This design comes from an exercise in tuning for small area, a short achievable clock period and few clock cycles on the open sky130 flow, not from production work. Only simulation tests tie the RTL to the original design; equivalence was not proved. No activity file was given, so power comes from the tool's default toggle rates.

== red ==
## cpu
module cpu (
  output [15:0] imem_addr,
  input  [15:0] imem_rdata,
  output [15:0] dmem_addr,
  input  [15:0] dmem_rdata,
  output [15:0] dmem_wdata,
  output        dmem_write,
  input         start,
  input         stop,
  input         CLK,
  input         RSTN
  );
==> flow/config.mk <==
export PLATFORM = sky130hd
export DESIGN_NAME = cpu
export DESIGN_NICKNAME = cpu
export VERILOG_FILES = /design/flow/design.v
export SDC_FILE = /design/flow/constraint.sdc
export NUM_CORES = 4
export LEC_CHECK = 0
export CAP_MARGIN = 20
export CORE_MARGIN = 2
export CORE_UTILIZATION = 40
export CTS_BUF_LIST = sky130_fd_sc_hd__clkbuf_4 sky130_fd_sc_hd__clkbuf_8
export PLACE_DENSITY = 0.6
export SETUP_SLACK_MARGIN = 5
export SLEW_MARGIN = 20
export TNS_END_PERCENT = 0
==> flow/constraint.sdc <==
create_clock -name core_clock -period 8.0 [get_ports {CLK}]
set_input_delay 1.6000 -clock core_clock [delete_from_list [all_inputs] [get_ports {CLK}]]
set_output_delay 1.6000 -clock core_clock [all_outputs]
set_load 0.01 [all_outputs]
standard.sh (not shown) runs the stock make flow with config.mk's settings and CLKGATE_MAP_FILE= SYNTH_SCRIPT=/design/flow/synth_recipe.tcl, a recipe that flattens the netlist after the stock synthesis.
==> flow/flow/run.sh <==
#!/bin/bash
# Standard layout, with plain buf_1 cells as the port buffers.
cp standard.sh standard_sh_copy.txt
export BUFFER_PORTS_ARGS="-buffer_cell sky130_fd_sc_hd__buf_1"
bash standard.sh > standard.log 2>&1
Testbench counts of red, summed over its fixed seeds: cycles 33,795.
Edits applied to the flow inputs when going from red to blue:
Settings: swapping 0.6 for 0.75 in PLACE_DENSITY; swapping 40 for 60 in CORE_UTILIZATION.
==> comparison <==
- Compare red and blue | normalized max-slew margin lower: red
- [compare] base=red new=blue: non-clock buffer count moved down, utilization went up by 23 points.
- There was hardly any difference in share of final layout cell area taken by non-clock buffers between red and blue.
Setup changes, blue to green
Settings: CORE_UTILIZATION now 40, was 60; PLACE_DENSITY now 0.6, was 0.75.
==> flow/flow/run.sh <==
#!/bin/bash
# The standard layout (standard.sh), except that the port buffers are
# plain buf_1 cells rather than the delay buffers buffer_ports picks itself.
set -euo pipefail
export BUFFER_PORTS_ARGS="-buffer_cell sky130_fd_sc_hd__buf_1"
bash standard.sh > standard.log 2>&1
Findings:
[compare] base=blue new=green: depth of the critical timing path with buffers and inverters included shows an increase of 7, setup slack shows an increase of 72 ps. Between blue and green, the flow reports power spent charging and discharging nets decreasing slightly. Compared with blue, green ends up with a larger final cell area. Comparing blue and green, clock latency on the worst-skew pair is lower on blue. blue vs green, start point of the critical path: dmem_rdata[6] vs rb[4]$_DFF_P_. Compared with blue, in green clock group share of total power climbed 2.1 points; clock-buffer cell count fell 2; routed wire length moved up.
The inputs of orange differ from those of green as listed below.
==> flow/flow/run.sh <==
#!/bin/bash
# The standard layout (standard.sh) with two changes:
#  - the port buffers are plain buf_1 cells rather than the delay buffers
#    buffer_ports picks itself;
#  - synthesis leaves adders to ABC instead of first extracting full and
#    half adder cells (ADDER_MAP_FILE empty), which maps the multiplier trees
#    and adders both smaller and faster. Registers are untouched by this.
set -euo pipefail
export BUFFER_PORTS_ARGS="-buffer_cell sky130_fd_sc_hd__buf_1"
bash standard.sh ADDER_MAP_FILE= finish > standard.log 2>&1
Re critical path depth: orange and green aren't equal, and the higher value belongs to green. Looking at top power group, the sequential cells result is from green; the combinational logic one comes from orange. Worst slew slack as a fraction of its limit: orange vs green up 6.8 points. Compare orange and green | post-cts gate resize count lower: green. The higher area growth from synthesis to layout came out of orange. Any difference in clock network power consumption between orange and green is small enough to ignore. A capture point of the worst path of ra[15]$_DFF_P_ is what green shows, while pc[10]$_DFF_PN0_ belongs to orange. orange: static power due to leakage is 5.7% lower than what green reported.
#### Input delta (purple over orange)
Settings: removing CTS_BUF_LIST (formerly sky130_fd_sc_hd__clkbuf_4 sky130_fd_sc_hd__clkbuf_8); removing TNS_END_PERCENT (formerly 0).
==> flow/run.sh (new file) <==
#!/bin/bash
# synth_recipe.tcl (not shown) runs the flow's synth.tcl, then flattens the netlist and writes it again
# the make line also repeats each setting of config.mk as NAME=value (left out here)
make -C /OpenROAD-flow-scripts/flow DESIGN_CONFIG=/design/flow/config.mk WORK_HOME=/design/flow/orfs CLKGATE_MAP_FILE= SYNTH_SCRIPT=/design/flow/synth_recipe.tcl finish
removed: flow/flow/run.sh
removed: flow/standard.sh
### Flow results
- Looking at net count of the mapped netlist, purple sits about 3.4% above orange.
- Summary of purple over orange: transition time at the pin with the least slew margin moved up; wire length of the first global-routing pass moved down; final area moved up.

---

cpu, a different RTL version from the one above (not shown whole).
Size: roughly 1,300 cells after synthesis, roughly 85 I/O pins, about 0.015 mm² of cells after synthesis.
clock: 8.0 ns
lec_check: 0
cap_margin: 20
core_margin: 2
core_utilization: 40
cts_buf_list: sky130_fd_sc_hd__clkbuf_4 sky130_fd_sc_hd__clkbuf_8
place_density: 0.5
setup_slack_margin: 5
slew_margin: 20
tns_end_percent: 0
==> flow/flow/run.sh <==
#!/bin/bash
# The standard layout (standard.sh) with three changes:
#  - the port buffers are plain buf_1 cells rather than the delay buffers
#    buffer_ports picks itself;
#  - synthesis leaves adders to ABC instead of first extracting full and
#    half adder cells (ADDER_MAP_FILE empty), which maps the multiplier tree
#    and adders both smaller and faster. Registers are untouched by this;
#  - clock tree synthesis adds no dummy loads to balance the tree.
set -euo pipefail
export BUFFER_PORTS_ARGS="-buffer_cell sky130_fd_sc_hd__buf_1"
export CTS_ARGS="-sink_clustering_enable -repair_clock_nets -buf_list {sky130_fd_sc_hd__clkbuf_4 sky130_fd_sc_hd__clkbuf_8} -dont_use_dummy_load"
bash standard.sh ADDER_MAP_FILE= finish > standard.log 2>&1
The first run finished clean.
Testbench counts at the start, summed over its fixed seeds: cycles 31,856.
==> next run, changes <==
==> flow/flow/run.sh (replaced) <==
#!/bin/bash
# The standard layout (standard.sh) with two changes:
#  - the port buffers are plain buf_1 cells rather than the delay buffers
#    buffer_ports picks itself;
#  - synthesis leaves adders to ABC instead of first extracting full and
#    half adder cells (ADDER_MAP_FILE empty), which maps the multiplier trees
#    and adders both smaller and faster. Registers are untouched by this.
set -euo pipefail
export BUFFER_PORTS_ARGS="-buffer_cell sky130_fd_sc_hd__buf_1"
bash standard.sh ADDER_MAP_FILE= finish > standard.log 2>&1
--- a/flow/config.mk
+++ b/flow/config.mk
@@ -11,3 +11,3 @@
 export CTS_BUF_LIST = sky130_fd_sc_hd__clkbuf_4 sky130_fd_sc_hd__clkbuf_8
-export PLACE_DENSITY = 0.5
+export PLACE_DENSITY = 0.6
 export SETUP_SLACK_MARGIN = 5
=>
- The new run went through all stages and came out clean
- total power rises by 1.1%
- core utilization falls by 0.74 points
- combinational power falls by about 7%
- worst hold slack is about the same
- worst setup slack gets worse by 0.10 ns
- synthesized area does not change

---

Setup of try-delta:
cpu again, from the RTL that the note above started with.
clock: 8.0 ns
lec_check: 0
cap_margin: 20
core_margin: 2
core_utilization: 40
cts_buf_list: sky130_fd_sc_hd__clkbuf_4 sky130_fd_sc_hd__clkbuf_8
gpl_routability_driven: 0
place_density: 0.6
setup_slack_margin: 5
slew_margin: 20
tns_end_percent: 0
==> flow/flow/run.sh <==
#!/bin/bash
# The standard layout (standard.sh) with two changes:
#  - the port buffers are plain buf_1 cells rather than the delay buffers
#    buffer_ports picks itself;
#  - synthesis leaves adders to ABC instead of first extracting full and
#    half adder cells (ADDER_MAP_FILE empty), which maps the multiplier trees
#    and adders both smaller and faster. Registers are untouched by this.
set -euo pipefail
export BUFFER_PORTS_ARGS="-buffer_cell sky130_fd_sc_hd__buf_1"
bash standard.sh ADDER_MAP_FILE= finish > standard.log 2>&1
Testbench counts of try-delta, summed over its fixed seeds: cycles 31,856.
[inputs] try-ember vs try-delta
==> flow/flow/run.sh <==
#!/bin/bash
# The standard layout (standard.sh) with three changes:
#  - the port buffers are plain buf_1 cells rather than the delay buffers
#    buffer_ports picks itself;
#  - synthesis leaves adders to ABC instead of first extracting full and
#    half adder cells (ADDER_MAP_FILE empty), which maps the multiplier tree
#    and adders both smaller and faster. Registers are untouched by this;
#  - clock tree synthesis adds no dummy loads to balance the tree.
set -euo pipefail
export BUFFER_PORTS_ARGS="-buffer_cell sky130_fd_sc_hd__buf_1"
export CTS_ARGS="-sink_clustering_enable -repair_clock_nets -buf_list {sky130_fd_sc_hd__clkbuf_4 sky130_fd_sc_hd__clkbuf_8} -dont_use_dummy_load"
bash standard.sh ADDER_MAP_FILE= finish > standard.log 2>&1
-- flow/config.mk --
<<< try-delta, line 9
export CORE_MARGIN = 2
export CORE_UTILIZATION = 40
export CTS_BUF_LIST = sky130_fd_sc_hd__clkbuf_4 sky130_fd_sc_hd__clkbuf_8
export GPL_ROUTABILITY_DRIVEN = 0
export PLACE_DENSITY = 0.6
export SETUP_SLACK_MARGIN = 5
>>> try-ember, line 9
export CORE_MARGIN = 2
export CORE_UTILIZATION = 50
export CTS_BUF_LIST = sky130_fd_sc_hd__clkbuf_4 sky130_fd_sc_hd__clkbuf_8
export PLACE_DENSITY = 0.65
export SETUP_SLACK_MARGIN = 5
- Diff try-delta -> try-ember: share of power burned in the clock network went down 3.3 points; post-route clock period utilization now sits higher; internal portion of total power fell by 5.7%; number of cells on the worst reg-to-reg path shows a reduction of 2.
diff inputs: try-ember => try-amber
==> flow/config.mk <==
export PLATFORM = sky130hd
export DESIGN_NAME = cpu
export DESIGN_NICKNAME = cpu
export VERILOG_FILES = /design/flow/design.v
export SDC_FILE = /design/flow/constraint.sdc
export NUM_CORES = 4
export LEC_CHECK = 0
export CAP_MARGIN = 0
export CORE_MARGIN = 2
export CORE_UTILIZATION = 40
export CTS_BUF_LIST = sky130_fd_sc_hd__clkbuf_4 sky130_fd_sc_hd__clkbuf_8
export PLACE_DENSITY = 0.6
export SETUP_SLACK_MARGIN = 5
export SLEW_MARGIN = 0
export TNS_END_PERCENT = 0
Notes after the runs:
- Going from try-ember to try-amber, global-route usage down 4.2 points, layout filler cell count increased 832, number of ordinary and repair buffers in the finished layout now sits higher, final critical-path share of the clock period down 0.47 points.
- try-amber against try-ember: reported leakage power saw an increase, number of cells after detailed placement saw an increase, total power saw an increase, net count of the finished layout saw an increase.
- try-amber ended with more actual transition at the worst max-transition pin than try-ember.
The inputs of try-harbor differ from those of try-amber as listed below.
==> flow/flow/run.sh <==
#!/bin/bash
# The standard layout (standard.sh) with two changes:
#  - the port buffers are plain buf_1 cells rather than the delay buffers
#    buffer_ports picks itself;
#  - synthesis leaves adders to ABC instead of first extracting full and
#    half adder cells (ADDER_MAP_FILE empty), which maps the multiplier trees
#    and adders both smaller and faster. Registers are untouched by this.
set -euo pipefail
export BUFFER_PORTS_ARGS="-buffer_cell sky130_fd_sc_hd__buf_1"
bash standard.sh ADDER_MAP_FILE= finish > standard.log 2>&1
==> flow/config.mk <==
export PLATFORM = sky130hd
export DESIGN_NAME = cpu
export DESIGN_NICKNAME = cpu
export VERILOG_FILES = /design/flow/design.v
export SDC_FILE = /design/flow/constraint.sdc
export NUM_CORES = 4
export LEC_CHECK = 0
export CAP_MARGIN = 20
export CORE_MARGIN = 2
export CORE_UTILIZATION = 45
export CTS_BUF_LIST = sky130_fd_sc_hd__clkbuf_4 sky130_fd_sc_hd__clkbuf_8
export PLACE_DENSITY = 0.65
export SETUP_SLACK_MARGIN = 5
export SLEW_MARGIN = 20
export TNS_END_PERCENT = 0
The flip-flop and latch count after synthesis was comparable across try-harbor and try-amber.
Between try-harbor and try-amber, the fraction of the core area covered by cells at the end of the flow is higher for try-harbor.
Share of layout cells above drive strength 1 (higher): try-amber
Global-route wire length before repair delta for try-harbor relative to try-amber: about 4% lower
try-harbor ended up with a lower final cell count than try-amber did.

---

Setup of v37:
cpu with an RTL version that a note above also has.
Size: ~1300 cells after synthesis, ~230 flip-flops, ~15000 sq um of cells after synthesis.
clock: 8.0 ns
lec_check: 0
cap_margin: 20
core_margin: 2
core_utilization: 40
cts_buf_list: sky130_fd_sc_hd__clkbuf_4 sky130_fd_sc_hd__clkbuf_8
cts_cluster_size: 30
place_density: 0.6
setup_slack_margin: 5
slew_margin: 20
tns_end_percent: 0
==> flow/flow/run.sh <==
#!/bin/bash
# The standard layout (standard.sh), except that the port buffers are
# plain buf_1 cells rather than the delay buffers buffer_ports picks itself.
set -euo pipefail
export BUFFER_PORTS_ARGS="-buffer_cell sky130_fd_sc_hd__buf_1"
bash standard.sh > standard.log 2>&1
v37: flow completed, timing, DRC and antenna clean
Testbench counts of v37, summed over its fixed seeds: cycles 33,795.
--- input diff v37..v55 ---
Settings: a change of CORE_UTILIZATION from 40 to 55; a deleted CTS_CLUSTER_SIZE that had been 30; a change of PLACE_DENSITY from 0.6 to 0.7.
Between v37 and v55, the cell count went down.
Looking only at register-to-register setup slack, and setting everything else aside, the lower value of v37 and v55 goes to v55.
Re count of antenna-violating nets left after detailed routing: no difference whatsoever between v37 and v55.
The overall power after layout of v55 is higher than that of v37.
Relative to v37, post-route fraction of the period consumed by the critical path increased by 0.46 points in v55.
Between v37 and v55, the sequential power does not differ in any meaningful way.
Modified inputs, v51 compared to v55
Settings: swapping 0.7 for 0.6 in PLACE_DENSITY; clearing CTS_BUF_LIST, which used to be sky130_fd_sc_hd__clkbuf_4 sky130_fd_sc_hd__clkbuf_8; swapping 5 for 4.6 in SETUP_SLACK_MARGIN; swapping 55 for 40 in CORE_UTILIZATION.
==> flow/run.sh (new file) <==
#!/bin/bash
# synth_recipe.tcl (not shown) runs the flow's synth.tcl, then flattens the netlist and writes it again
# the make line also repeats each setting of config.mk as NAME=value (left out here)
make -C /OpenROAD-flow-scripts/flow DESIGN_CONFIG=/design/flow/config.mk WORK_HOME=/design/flow/orfs CLKGATE_MAP_FILE= SYNTH_SCRIPT=/design/flow/synth_recipe.tcl finish
removed: flow/flow/run.sh
removed: flow/standard.sh
v51 against v55: period utilization went up by 3.7 points, total instance count after detailed placement went up by 8.2%, number of well taps went up by 133, fmax went down by about 8%. v51 against v55: wire length of the first global-routing pass +about 2%; final critical-path setup slack shows a reduction of 0.30 ns.

---

== the baseline ==
Starting RTL as in the previous note.
clock: 8.0 ns
lec_check: 0
cap_margin: 20
core_margin: 2
core_utilization: 40
cts_buf_list: sky130_fd_sc_hd__clkbuf_8
cts_cluster_size: 40
place_density: 0.6
setup_slack_margin: 5
slew_margin: 20
tns_end_percent: 0
==> flow/flow/run.sh <==
#!/bin/bash
# The standard layout (standard.sh), except that the port buffers are
# plain buf_1 cells rather than the delay buffers buffer_ports picks itself.
set -euo pipefail
export BUFFER_PORTS_ARGS="-buffer_cell sky130_fd_sc_hd__buf_1"
bash standard.sh > standard.log 2>&1
Testbench counts of the baseline, summed over its fixed seeds: cycles 33,795.
#### Input delta (the candidate over the baseline)
- clearing CTS_CLUSTER_SIZE, which used to be 40
- clearing CTS_BUF_LIST, which used to be sky130_fd_sc_hd__clkbuf_8
- swapping 0.6 for 0.75 in PLACE_DENSITY
- swapping 40 for 60 in CORE_UTILIZATION
==> flow/run.sh (new file) <==
#!/bin/bash
# synth_recipe.tcl (not shown) runs the flow's synth.tcl, then flattens the netlist and writes it again
# the make line also repeats each setting of config.mk as NAME=value (left out here)
make -C /OpenROAD-flow-scripts/flow DESIGN_CONFIG=/design/flow/config.mk WORK_HOME=/design/flow/orfs CLKGATE_MAP_FILE= SYNTH_SCRIPT=/design/flow/synth_recipe.tcl finish
removed: flow/flow/run.sh
removed: flow/standard.sh
### Flow results
As far as flip-flop and latch count after synthesis goes, the baseline and the candidate are indistinguishable; the numbers are identical. For the synthesis-to-finish area growth, the candidate came in 1.7 points higher than the baseline did. Total power: the candidate above the baseline. Looking at total placed cells including tap cells, the candidate sits 150 below the baseline. Relative to the baseline, sequential share of layout area has gone down in the candidate. [compare] base=the baseline new=the candidate: proportion of power drawn by the clock network higher, finished layout cell area higher, global-route wire length before repair lower.

-- separate check: timing with driven ports --
In the flow no input, the clock included, has a driving cell. The finished layouts below were timed again as built, in two steps.
Step 1, drivers: a clkbuf_16 drives CLK and a buf_2 each remaining input, both assumed.
Step 2, shift: input delay + t, output delay - t, t = (earliest + latest rising clock arrival at the registers) / 2. This alone moves slack from input paths to output paths.
a / b / c = ideal / step 1 / step 2; a / b = the first two.
run | t, ns | setup WS [ns] | worst setup path after step 2 | latest minus earliest clock arrival (ns) | cell pins on the clock port's net
red | 0.611 | 4.696 / 4.696 / 4.205 | input to register | 0.045 / 0.045 | 1
blue | 0.592 | 4.625 / 4.645 / 4.053 | input to register | 0.022 / 0.022 | 1
green | 0.611 | 4.696 / 4.696 / 4.205 | input to register | 0.045 / 0.045 | 1
orange | 0.617 | 4.786 / 4.786 / 4.515 | input to register | 0.033 / 0.033 | 1
purple | 0.575 | 4.687 / 4.687 / 4.511 | input to register | 0.014 / 0.014 | 1
the first run of note 2 | 0.568 | 4.833 / 4.848 / 4.280 | input to register | 0.029 / 0.029 | 1
the second run of note 2 | 0.575 | 4.732 / 4.741 / 4.166 | input to register | 0.019 / 0.019 | 1
try-delta | 0.575 | 4.732 / 4.741 / 4.166 | input to register | 0.019 / 0.019 | 1
try-ember | 0.541 | 4.683 / 4.681 / 4.139 | input to register | 0.047 / 0.047 | 1
try-amber | 0.565 | 4.720 / 4.729 / 4.165 | input to register | 0.027 / 0.027 | 1
try-harbor | 0.567 | 4.649 / 4.654 / 4.088 | input to register | 0.024 / 0.023 | 1
v37 | 0.611 | 4.696 / 4.696 / 4.205 | input to register | 0.045 / 0.045 | 1
v55 | 0.597 | 4.660 / 4.660 / 4.268 | input to register | 0.018 / 0.019 | 1
v51 | 0.590 | 4.362 / 4.390 / 3.800 | input to register | 0.014 / 0.014 | 1
the baseline | 0.611 | 4.694 / 4.694 / 4.221 | input to register | 0.049 / 0.049 | 1
the candidate | 0.593 | 4.640 / 4.640 / 4.113 | input to register | 0.011 / 0.011 | 1
After both steps every run listed still meets setup and hold. For blue, which loses most, drivers alone change the setup slack by +0.020 ns; drivers and shift together by -0.572 ns.
